What follows belongs to an exercise in optimizing a design on an open flow for small area, a short achievable clock period and few clock cycles; a production flow would make more cautious choices.
Where RTL was checked, it was by simulation tests only, not by an equivalence proof against the original.

==> 02-04 <==
## geofence
module geofence (clk, reset, X, Y, valid, is_inside);
input clk;
input reset;
input [9:0] X;
input [9:0] Y;
output reg valid;
output reg is_inside;
localparam S0 = 3'd0, S1 = 3'd1, S2 = 3'd2, S3 = 3'd3, SF = 3'd4;
reg [3:0] cnt;           
reg [2:0] st;
reg [9:0] px, py;        
reg       wsx, wsy;      
reg [9:0] wmx, wmy;
reg       lsx, lsy, rsx, rsy;
reg [9:0] lmx, lmy, rmx, rmy;
wire [10:0] dx = {1'b0, X} - {1'b0, px};
wire [10:0] dy = {1'b0, Y} - {1'b0, py};
wire       dsx = dx[10];
wire       dsy = dy[10];
wire [9:0] dmx = (dx[9:0] ^ {10{dsx}}) + {9'd0, dsx};
wire [9:0] dmy = (dy[9:0] ^ {10{dsy}}) + {9'd0, dsy};
wire       a_n, a_z, b_n, b_z;
xsign ua (.a(lmx), .b(wmy), .c(lmy), .d(wmx), .neg(a_n), .zero(a_z));   
xsign ub (.a(wmx), .b(rmy), .c(wmy), .d(rmx), .neg(b_n), .zero(b_z));   
wire lzx = lmx == 0, lzy = lmy == 0, wzx = wmx == 0, wzy = wmy == 0;
wire rzx = rmx == 0, rzy = rmy == 0;
wire a_s1 = lsx ^ wsy, a_s2 = lsy ^ wsx;
wire b_s1 = wsx ^ rsy, b_s2 = wsy ^ rsx;
wire [1:0] ca = (a_s1 != a_s2) ? (((lzx || wzy) && (lzy || wzx)) ? 2'b01 : {a_s1, 1'b0})
                               : (a_z ? 2'b01 : {a_s1 ^ a_n, 1'b0});
wire [1:0] cb = (b_s1 != b_s2) ? (((wzx || rzy) && (wzy || rzx)) ? 2'b01 : {b_s1, 1'b0})
                               : (b_z ? 2'b01 : {b_s1 ^ b_n, 1'b0});
wire a_neg = ca[1], a_zero = ca[0], a_pos = !ca[1] && !ca[0];
wire b_neg = cb[1], b_zero = cb[0];
wire w_zero = wzx && wzy;
wire opp = (!lzx && (lsx != wsx)) || (!lzy && (lsy != wsy));
reg [2:0] st_n;
reg       set_l, set_r, neg_l;
  ...
clock: 13.0 ns
lec_check: 0
cap_margin: 20
core_margin: 2
core_utilization: 40
slew_margin: 20
standard.sh (not shown) runs the stock make flow with config.mk's settings and CLKGATE_MAP_FILE= SYNTH_SCRIPT=/design/flow/synth_recipe.tcl, a recipe that flattens the netlist after the stock synthesis.
==> flow/flow/run.sh <==
#!/bin/bash
# Standard ORFS layout, with timing repair aimed at a setup slack of 7.5 ns
# (the clock period and constraints are the design's).
set -euo pipefail
bash standard.sh SETUP_SLACK_MARGIN=7.5 finish > standard_flow.log 2>&1
==> 10-15 (differences from 02-04) <==
--- a/flow/design.v
+++ b/flow/design.v
@@ -518,50 +518,13 @@
 assign {t594, t593} = {1'b0, t510} + {1'b0, t555} + {1'b0, t554};
 assign {t596, t595} = {1'b0, t514} + {1'b0, t557} + {1'b0, t556};
 assign {t598, t597} = {1'b0, t518} + {1'b0, t559} + {1'b0, t558};
 assign {t600, t599} = {1'b0, t522} + {1'b0, t561} + {1'b0, t560};
 assign {t602, t601} = {1'b0, t526} + {1'b0, t563} + {1'b0, t562};
 assign {t604, t603} = {1'b0, t220} + {1'b0, t528} + {1'b0, t564};
 wire [20:0] r1 = {1'b1, t603, t601, t599, t597, t595, t593, t591, t589, t587, t585, t583, t581, t579, t577, t575, t573, t571, t569, t567, t3};
 wire [20:0] r2 = {t604, t602, t600, t598, t596, t594, t592, t590, t588, t586, t584, t582, t580, t578, t576, t574, t572, t570, t568, t566, t565};
-wire cg0_0 = (r1[1] & r2[1]) | ((r1[1] | r2[1]) & (r1[0] & r2[0]));
-wire cp0_0 = (r1[1] | r2[1]) & (r1[0] | r2[0]);
-wire cg0_2 = (r1[3] & r2[3]) | ((r1[3] | r2[3]) & (r1[2] & r2[2]));
-wire cp0_2 = (r1[3] | r2[3]) & (r1[2] | r2[2]);
-wire cg0_4 = (r1[5] & r2[5]) | ((r1[5] | r2[5]) & (r1[4] & r2[4]));
-wire cp0_4 = (r1[5] | r2[5]) & (r1[4] | r2[4]);
-wire cg0_6 = (r1[7] & r2[7]) | ((r1[7] | r2[7]) & (r1[6] & r2[6]));
-wire cp0_6 = (r1[7] | r2[7]) & (r1[6] | r2[6]);
-wire cg0_8 = (r1[9] & r2[9]) | ((r1[9] | r2[9]) & (r1[8] & r2[8]));
-wire cp0_8 = (r1[9] | r2[9]) & (r1[8] | r2[8]);
-wire cg0_10 = (r1[11] & r2[11]) | ((r1[11] | r2[11]) & (r1[10] & r2[10]));
-wire cp0_10 = (r1[11] | r2[11]) & (r1[10] | r2[10]);
-wire cg0_12 = (r1[13] & r2[13]) | ((r1[13] | r2[13]) & (r1[12] & r2[12]));
-wire cp0_12 = (r1[13] | r2[13]) & (r1[12] | r2[12]);
-wire cg0_14 = (r1[15] & r2[15]) | ((r1[15] | r2[15]) & (r1[14] & r2[14]));
-wire cp0_14 = (r1[15] | r2[15]) & (r1[14] | r2[14]);
-wire cg0_16 = (r1[17] & r2[17]) | ((r1[17] | r2[17]) & (r1[16] & r2[16]));
-wire cp0_16 = (r1[17] | r2[17]) & (r1[16] | r2[16]);
-wire cg0_18 = (r1[19] & r2[19]) | ((r1[19] | r2[19]) & (r1[18] & r2[18]));
-wire cp0_18 = (r1[19] | r2[19]) & (r1[18] | r2[18]);
-wire cg1_0 = cg0_2 | (cp0_2 & cg0_0);
-wire cp1_0 = cp0_2 & cp0_0;
-wire cg1_2 = cg0_6 | (cp0_6 & cg0_4);
-wire cp1_2 = cp0_6 & cp0_4;
-wire cg1_4 = cg0_10 | (cp0_10 & cg0_8);
-wire cp1_4 = cp0_10 & cp0_8;
-wire cg1_6 = cg0_14 | (cp0_14 & cg0_12);
-wire cp1_6 = cp0_14 & cp0_12;
-wire cg1_8 = cg0_18 | (cp0_18 & cg0_16);
-wire cp1_8 = cp0_18 & cp0_16;
-wire cg2_0 = cg1_2 | (cp1_2 & cg1_0);
-wire cp2_0 = cp1_2 & cp1_0;
-wire cg2_2 = cg1_6 | (cp1_6 & cg1_4);
-wire cp2_2 = cp1_6 & cp1_4;
-wire cg3_0 = cg2_2 | (cp2_2 & cg2_0);
-wire cp3_0 = cp2_2 & cp2_0;
-wire cg4_0 = cg1_8 | (cp1_8 & cg3_0);
-wire cp4_0 = cp1_8 & cp3_0;
-assign neg = r1[20] ^ r2[20] ^ cg4_0;
+wire [20:0] s = r1 + r2;
+assign neg = s[20];
 wire [20:0] zc = {r1[19:0] | r2[19:0], 1'b0};
 assign zero = ((r1 ^ r2) == zc);
 endmodule
==> flow/run.sh (new file) <==
#!/bin/bash
# synth_recipe.tcl (not shown) runs the flow's synth.tcl, then flattens the netlist and writes it again
# the make line also repeats each setting of config.mk as NAME=value (left out here)
make -C /OpenROAD-flow-scripts/flow DESIGN_CONFIG=/design/flow/config.mk WORK_HOME=/design/flow/orfs CLKGATE_MAP_FILE= SYNTH_SCRIPT=/design/flow/synth_recipe.tcl finish
removed: flow/flow/run.sh
removed: flow/standard.sh
==> run summary <==
- The most instantiated library cell after synthesis is sky130_fd_sc_hd__inv_1.
- The flow ran to the end and the layout has no timing, DRC or antenna violations.
- The area of the mapped netlist is about 0.018 mm^2.
- Measured against the total synthesized area, the mux share comes to 0.4690%.
Source of the figures above: 02-04

==> run summary <==
- The yosys synthesis warning count is 1.
- The multiplexer fraction of the synthesized cell area is less than 1%.
- sky130_fd_sc_hd__fa_1 is the most common cell in the netlist.
- In this run, synthesis inferred 64 flip-flops with an integrated enable.
- The synthesized netlist occupies a cell area of ~0.017 mm^2.
- STA classifies the critical path endpoint as a flip-flop.
- The flow ran to the end and the layout has no timing, DRC or antenna violations.
Source of the figures above: 10-15

Testbench counts of 10-15, summed over its fixed seeds: cycles 12,800.
The RTL of 02-04 was laid out without a check of its function.

## afterwards: timing with drivers on the ports
Ports are ideal in the flow. The routed layouts listed here were re-timed in OpenROAD. Step 1 (the two cells are an assumption about what drives the block):
set clk [get_ports {clk}]
set_driving_cell -lib_cell sky130_fd_sc_hd__clkbuf_16 $clk
set_driving_cell -lib_cell sky130_fd_sc_hd__buf_2 [delete_from_list [all_inputs] $clk]
Step 2 adds t to the input delays and takes it off the output delays; t is the mean of the earliest and latest rising clock arrival at the registers after step 1. Input paths then give back, and output paths get back, about the clock's delay inside the block. Slacks: ideal ports / drivers / drivers and shift; pairs: ideal ports / drivers.
run	t (ns)	setup WS [ns]	slew at the worst register clock pin (ns)	worst data-port slew with drivers (ns)	pins driven straight from the clock port
02-04	0.390	5.823 / 5.823 / 5.823	0.08 / 0.08	0.04	1
10-15	0.392	5.349 / 5.349 / 5.349	0.08 / 0.08	0.03	1
After both steps every run listed still meets setup and hold.
